This is an optimization exercise on Yosys and OpenROAD, whose aim is small area, a short achievable clock period and few clock cycles, not a production implementation.
At most, simulation tests tie the RTL to the original design; equivalence was not proved.
Power is estimated from default activity; no workload was simulated.

== v6 ==
==> flow/design.v <==
`timescale 1ns / 1ps
module control#(parameter m=3, w=220, h=220)(
    input rstn,clk,ready,
    input [(m*m)-1:0] kernel,
    output wire [15:0] img_addr,
    output wire img_rd,
    input [7:0] img_data,
    output wire res_valid,
    output wire [15:0] res_addr,
    output wire [7:0] out,
    output wire finish
    );
    localparam [15:0] ST_ROW   = 16'd220;               
    localparam [15:0] ST_COL   = 16'd1 - 16'd1540;      
    localparam [15:0] RS_SAME  = -16'd660 - 16'd221;    
    localparam [15:0] RS_PREV  = 16'd1099 - 16'd221;    
    function [15:0] bk16(input [15:0] x, input [15:0] y);
        reg [15:0] g, p, G, P; integer i, d;
        begin
            g = x & y; p = x ^ y; G = g; P = p;
            for (d = 1; d < 16; d = d * 2)
                for (i = 2*d - 1; i < 16; i = i + 2*d) begin
                    G[i] = G[i] | (P[i] & G[i-d]); P[i] = P[i] & P[i-d];
                end
            for (d = 4; d >= 1; d = d / 2)
                for (i = 3*d - 1; i < 16; i = i + 2*d) begin
                    G[i] = G[i] | (P[i] & G[i-d]); P[i] = P[i] & P[i-d];
                end
            bk16 = p ^ {G[14:0], 1'b0};
        end
    endfunction
    function [11:0] bk12(input [11:0] x, input [11:0] y);
        reg [11:0] g, p, G, P; integer i, d;
        begin
            g = x & y; p = x ^ y; G = g; P = p;
            for (d = 1; d < 12; d = d * 2)
                for (i = 2*d - 1; i < 12; i = i + 2*d) begin
                    G[i] = G[i] | (P[i] & G[i-d]); P[i] = P[i] & P[i-d];
                end
            for (d = 4; d >= 1; d = d / 2)
                for (i = 3*d - 1; i < 12; i = i + 2*d) begin
                    G[i] = G[i] | (P[i] & G[i-d]); P[i] = P[i] & P[i-d];
                end
            bk12 = p ^ {G[10:0], 1'b0};
        end
    endfunction
    function [23:0] csa(input [11:0] x, input [11:0] y, input [11:0] z);
        begin
            csa[11:0]  = x ^ y ^ z;
            csa[23:12] = ((x & y) | (x & z) | (y & z)) << 1;
        end
    endfunction
    function [11:0] add3(input [11:0] x, input [11:0] y, input [11:0] z);
        reg [23:0] c;
        begin
            c = csa(x, y, z);
            add3 = bk12(c[11:0], c[23:12]);
        end
    endfunction
    function [11:0] add4(input [11:0] w, input [11:0] x, input [11:0] y, input [11:0] z);
        reg [23:0] c, d;
        begin
            c = csa(w, x, y);
            d = csa(c[11:0], c[23:12], z);
            add4 = bk12(d[11:0], d[23:12]);
        end
    endfunction
    reg        ready_r;
    reg        run;
    reg        rd;
    reg [15:0] ra;
    reg [2:0]  rc;           
    reg [7:0]  cc;           
    reg        re;           
    reg        dum;          
    reg        last_strip;
    wire start     = ready_r & ~run;
    wire strip_end = dum & (rc == 3'd4);
    wire prelast   = ra[15] & ra[6] & ~ra[4] & ~ra[3];
    wire run_end   = last_strip & (cc == 8'd219) & (rc == 3'd3);
    wire [2:0] rc_nx = strip_end ? 3'd0 : rc + 3'd1;
    wire last_nx   = last_strip | (strip_end & prelast);
    assign img_rd   = rd;
    assign img_addr = ra;
    always @(posedge clk) ready_r <= ready;
    always @(posedge clk) begin
        if (!rstn) begin
            run <= 1'b0;
            rd  <= 1'b0;
        end else if (start) begin
            run <= 1'b1;
            rd  <= 1'b1;
        end else begin
            if (run_end) run <= 1'b0;
            rd <= run & ~run_end & ~(last_nx & rc_nx[2]);
        end
    end
    always @(posedge clk) begin
        if (start) begin
            ra <= 16'd0;
            rc <= 3'd0;
            cc <= 8'd0;
            re <= 1'b0;
            dum <= 1'b0;
            last_strip <= 1'b0;
        end else begin
            rc <= rc_nx;
            re <= (rc == 3'd6);
            ra <= bk16(ra, re ? ST_COL : ST_ROW);
            if (re) begin
                cc <= cc + 8'd1;
                dum <= (cc == 8'd219);
            end else if (strip_end) begin
                cc <= 8'd0;
                dum <= 1'b0;
            end
            last_strip <= last_nx;
        end
    end
    reg [15:0] rs;
    always @(posedge clk) rs <= bk16(ra, (rc[2] | (rc[1] & rc[0])) ? RS_SAME : RS_PREV);
    assign res_addr = rs;
    wire rv = run & (rc >= 3'd2) & (cc >= 8'd2) & ~dum & ~(last_strip & rc[2]);
    reg [8:0] kr;
    always @(posedge clk) kr <= kernel;
    reg [7:0] sr [0:16];
    integer i;
    always @(posedge clk) begin
        sr[0] <= img_data;
        for (i = 1; i <= 16; i = i + 1) sr[i] <= sr[i-1];
    end
    wire [7:0] p2 = sr[0];
    wire [7:0] p1 = sr[8];
    wire [7:0] p0 = sr[16];
    wire [7:0] m0 = p0 & {8{kr[0]}}, m1 = p1 & {8{kr[1]}}, m2 = p2 & {8{kr[2]}};
    wire [7:0] m3 = p0 & {8{kr[3]}}, m4 = p1 & {8{kr[4]}}, m5 = p2 & {8{kr[5]}};
    wire [7:0] m6 = p0 & {8{kr[6]}}, m7 = p1 & {8{kr[7]}}, m8 = p2 & {8{kr[8]}};
    wire [11:0] s0 = add3(m0, m1, m2);
    wire [11:0] s1 = add4(a0, m3, m4, m5);
    wire [11:0] s2 = add4(a1, m6, m7, m8);
    reg [9:0]  a0;
    reg [10:0] a1;
    reg [11:0] ws;
    always @(posedge clk) begin
        a0 <= s0[9:0];
        a1 <= s1[10:0];
        ws <= s2;
    end
    wire [6:0] hl = ws[11:6] + ws[5:0];
    reg  [3:0] f;
    always @* begin
        case (hl)
            7'd0: f = 4'd0;
            7'd1: f = 4'd0;
            7'd2: f = 4'd0;
            7'd3: f = 4'd0;
            7'd4: f = 4'd0;
            7'd5: f = 4'd0;
            7'd6: f = 4'd0;
            7'd7: f = 4'd0;
            7'd8: f = 4'd0;
            7'd9: f = 4'd1;
            7'd10: f = 4'd1;
            7'd11: f = 4'd1;
            7'd12: f = 4'd1;
            7'd13: f = 4'd1;
            7'd14: f = 4'd1;
            7'd15: f = 4'd1;
            7'd16: f = 4'd1;
            7'd17: f = 4'd1;
            7'd18: f = 4'd2;
            7'd19: f = 4'd2;
            7'd20: f = 4'd2;
            7'd21: f = 4'd2;
            7'd22: f = 4'd2;
            7'd23: f = 4'd2;
            7'd24: f = 4'd2;
            7'd25: f = 4'd2;
            7'd26: f = 4'd2;
            7'd27: f = 4'd3;
            7'd28: f = 4'd3;
            7'd29: f = 4'd3;
            7'd30: f = 4'd3;
            7'd31: f = 4'd3;
            7'd32: f = 4'd3;
            7'd33: f = 4'd3;
            7'd34: f = 4'd3;
            7'd35: f = 4'd3;
            7'd36: f = 4'd4;
            7'd37: f = 4'd4;
            7'd38: f = 4'd4;
            7'd39: f = 4'd4;
            7'd40: f = 4'd4;
            7'd41: f = 4'd4;
            7'd42: f = 4'd4;
            7'd43: f = 4'd4;
            7'd44: f = 4'd4;
            7'd45: f = 4'd5;
            7'd46: f = 4'd5;
            7'd47: f = 4'd5;
            7'd48: f = 4'd5;
            7'd49: f = 4'd5;
            7'd50: f = 4'd5;
            7'd51: f = 4'd5;
            7'd52: f = 4'd5;
            7'd53: f = 4'd5;
            7'd54: f = 4'd6;
            7'd55: f = 4'd6;
            7'd56: f = 4'd6;
            7'd57: f = 4'd6;
            7'd58: f = 4'd6;
            7'd59: f = 4'd6;
            7'd60: f = 4'd6;
            7'd61: f = 4'd6;
            7'd62: f = 4'd6;
            7'd63: f = 4'd7;
            7'd64: f = 4'd7;
            7'd65: f = 4'd7;
            7'd66: f = 4'd7;
            7'd67: f = 4'd7;
            7'd68: f = 4'd7;
            7'd69: f = 4'd7;
            7'd70: f = 4'd7;
            7'd71: f = 4'd7;
            7'd72: f = 4'd8;
            7'd73: f = 4'd8;
            7'd74: f = 4'd8;
            7'd75: f = 4'd8;
            7'd76: f = 4'd8;
            7'd77: f = 4'd8;
            7'd78: f = 4'd8;
            7'd79: f = 4'd8;
            7'd80: f = 4'd8;
            7'd81: f = 4'd9;
            7'd82: f = 4'd9;
            7'd83: f = 4'd9;
            7'd84: f = 4'd9;
            7'd85: f = 4'd9;
            7'd86: f = 4'd9;
            7'd87: f = 4'd9;
            7'd88: f = 4'd9;
            7'd89: f = 4'd9;
            7'd90: f = 4'd10;
            7'd91: f = 4'd10;
            7'd92: f = 4'd10;
            7'd93: f = 4'd10;
            7'd94: f = 4'd10;
            7'd95: f = 4'd10;
            7'd96: f = 4'd10;
            7'd97: f = 4'd10;
            7'd98: f = 4'd10;
            default: f = 4'd0;
        endcase
    end
    reg [7:0] q_r;
    always @(posedge clk) q_r <= {ws[11:6], 3'b0} - ws[11:6] + f;
    assign out = q_r;
    reg [3:0] vp;
    reg       fin;
    always @(posedge clk) begin
        if (!rstn) begin vp <= 0; fin <= 1'b0; end
        else begin vp <= {vp[2:0], rv}; fin <= vp[2] & ~vp[1] & ~run; end
    end
    assign res_valid = vp[3];
    assign finish = fin;
endmodule
==> flow/config.mk <==
export PLATFORM = sky130hd
export DESIGN_NAME = control
export DESIGN_NICKNAME = control
export VERILOG_FILES = /design/flow/design.v
export SDC_FILE = /design/flow/constraint.sdc
export NUM_CORES = 4
export LEC_CHECK = 0
export CAP_MARGIN = 20
export CORE_MARGIN = 2
export CORE_UTILIZATION = 40
export SLEW_MARGIN = 20
==> flow/constraint.sdc <==
create_clock -name core_clock -period 13.0 [get_ports {clk}]
set_input_delay 2.6000 -clock core_clock [delete_from_list [all_inputs] [get_ports {clk}]]
set_output_delay 2.6000 -clock core_clock [all_outputs]
set_load 0.01 [all_outputs]
standard.sh (not shown) runs the stock make flow with config.mk's settings and CLKGATE_MAP_FILE= SYNTH_SCRIPT=/design/flow/synth_recipe.tcl, a recipe that flattens the netlist after the stock synthesis.
==> flow/flow/run.sh <==
#!/bin/bash
# Standard ORFS layout (the standard.sh, unchanged synthesis), with
# buf_2 port buffers and a smaller clock tree.
set -euo pipefail
export BUFFER_PORTS_ARGS="-buffer_cell sky130_fd_sc_hd__buf_2"
export CTS_ARGS="-sink_clustering_enable -repair_clock_nets -root_buf sky130_fd_sc_hd__clkbuf_16 -buf_list {sky130_fd_sc_hd__clkbuf_8 sky130_fd_sc_hd__clkbuf_16} -sink_clustering_size 30 -sink_clustering_max_diameter 100 -dont_use_dummy_load"
export SETUP_SLACK_MARGIN=9.3
bash standard.sh > standard.log 2>&1
Setup changes, v6 to v7
--- a/flow/design.v
+++ b/flow/design.v
@@ -10,12 +10,12 @@
     output wire [7:0] out,
     output wire finish
     );
     localparam [15:0] ST_ROW   = 16'd220;               
     localparam [15:0] ST_COL   = 16'd1 - 16'd1540;      
-    localparam [15:0] RS_SAME  = -16'd660 - 16'd221;    
-    localparam [15:0] RS_PREV  = 16'd1099 - 16'd221;    
+    localparam [15:0] RS_SAME  = -16'd880 - 16'd221;    
+    localparam [15:0] RS_PREV  = 16'd879 - 16'd221;     
     function [15:0] bk16(input [15:0] x, input [15:0] y);
         reg [15:0] g, p, G, P; integer i, d;
         begin
             g = x & y; p = x ^ y; G = g; P = p;
             for (d = 1; d < 16; d = d * 2)
@@ -63,28 +63,26 @@
             c = csa(w, x, y);
             d = csa(c[11:0], c[23:12], z);
             add4 = bk12(d[11:0], d[23:12]);
         end
     endfunction
-    reg        ready_r;
     reg        run;
     reg        rd;
     reg [15:0] ra;
     reg [2:0]  rc;           
     reg [7:0]  cc;           
     reg        re;           
     reg        dum;          
     reg        last_strip;
-    wire start     = ready_r & ~run;
+    wire start     = ready & ~run;
     wire strip_end = dum & (rc == 3'd4);
     wire prelast   = ra[15] & ra[6] & ~ra[4] & ~ra[3];
     wire run_end   = last_strip & (cc == 8'd219) & (rc == 3'd3);
     wire [2:0] rc_nx = strip_end ? 3'd0 : rc + 3'd1;
     wire last_nx   = last_strip | (strip_end & prelast);
     assign img_rd   = rd;
     assign img_addr = ra;
-    always @(posedge clk) ready_r <= ready;
     always @(posedge clk) begin
         if (!rstn) begin
             run <= 1'b0;
             rd  <= 1'b0;
         end else if (start) begin
@@ -116,11 +114,11 @@
             end
             last_strip <= last_nx;
         end
     end
     reg [15:0] rs;
-    always @(posedge clk) rs <= bk16(ra, (rc[2] | (rc[1] & rc[0])) ? RS_SAME : RS_PREV);
+    always @(posedge clk) rs <= bk16(ra, rc[2] ? RS_SAME : RS_PREV);
     assign res_addr = rs;
     wire rv = run & (rc >= 3'd2) & (cc >= 8'd2) & ~dum & ~(last_strip & rc[2]);
     reg [8:0] kr;
     always @(posedge clk) kr <= kernel;
     reg [7:0] sr [0:16];
@@ -250,17 +248,23 @@
             7'd97: f = 4'd10;
             7'd98: f = 4'd10;
             default: f = 4'd0;
         endcase
     end
+    reg  [3:0] f_r;
+    reg  [5:0] h_r;
+    always @(posedge clk) begin
+        f_r <= f;
+        h_r <= ws[11:6];
+    end
     reg [7:0] q_r;
-    always @(posedge clk) q_r <= {ws[11:6], 3'b0} - ws[11:6] + f;
+    always @(posedge clk) q_r <= {h_r, 3'b0} - h_r + f_r;
     assign out = q_r;
-    reg [3:0] vp;
+    reg [4:0] vp;
     reg       fin;
     always @(posedge clk) begin
         if (!rstn) begin vp <= 0; fin <= 1'b0; end
-        else begin vp <= {vp[2:0], rv}; fin <= vp[2] & ~vp[1] & ~run; end
-    end
-    assign res_valid = vp[3];
+        else begin vp <= {vp[3:0], rv}; fin <= vp[3] & ~vp[2] & ~run; end
+    end
+    assign res_valid = vp[4];
     assign finish = fin;
 endmodule
Results
Of v7 and v6, the run reporting the higher share of the clock period used by the worst path was v6.
Count of flip-flops and latches for v7 is higher than for v6.
Between v6 and v7, depth of the worst register-to-register path decreased.
The final reports for v7 and v6 show cell count after placement higher in the former.
Of v7 and v6, v7 shows the higher setup slack, with v6 below it.
Higher power among v7 and v6: v6
Testbench counts of v7, summed over its fixed seeds: cycles 391,812.
Function not checked in v6: the RTL went through the layout flow alone.

afterwards: timing with drivers on the ports:
In the flow no input, the clock included, has a driving cell. The finished layouts below were timed again as built, in two steps. Step 1 assumes that a clkbuf_16 drives the clock port and a buf_2 every other input. Step 2 times the ports against the registers' clock, not the clock port: input delays grow and output delays shrink by t, the midpoint of the rising clock arrivals with the driver on. Slacks: ideal ports / drivers / drivers and shift; pairs: ideal ports / drivers.
run | t, ns | setup WS [ns] | worst setup path after step 2
v6 | 0.494 | 9.310 / 9.285 / 9.310 | register to register
v7 | 0.518 | 9.376 / 9.329 / 9.537 | input to register
After both steps setup and hold are still met in every run listed.
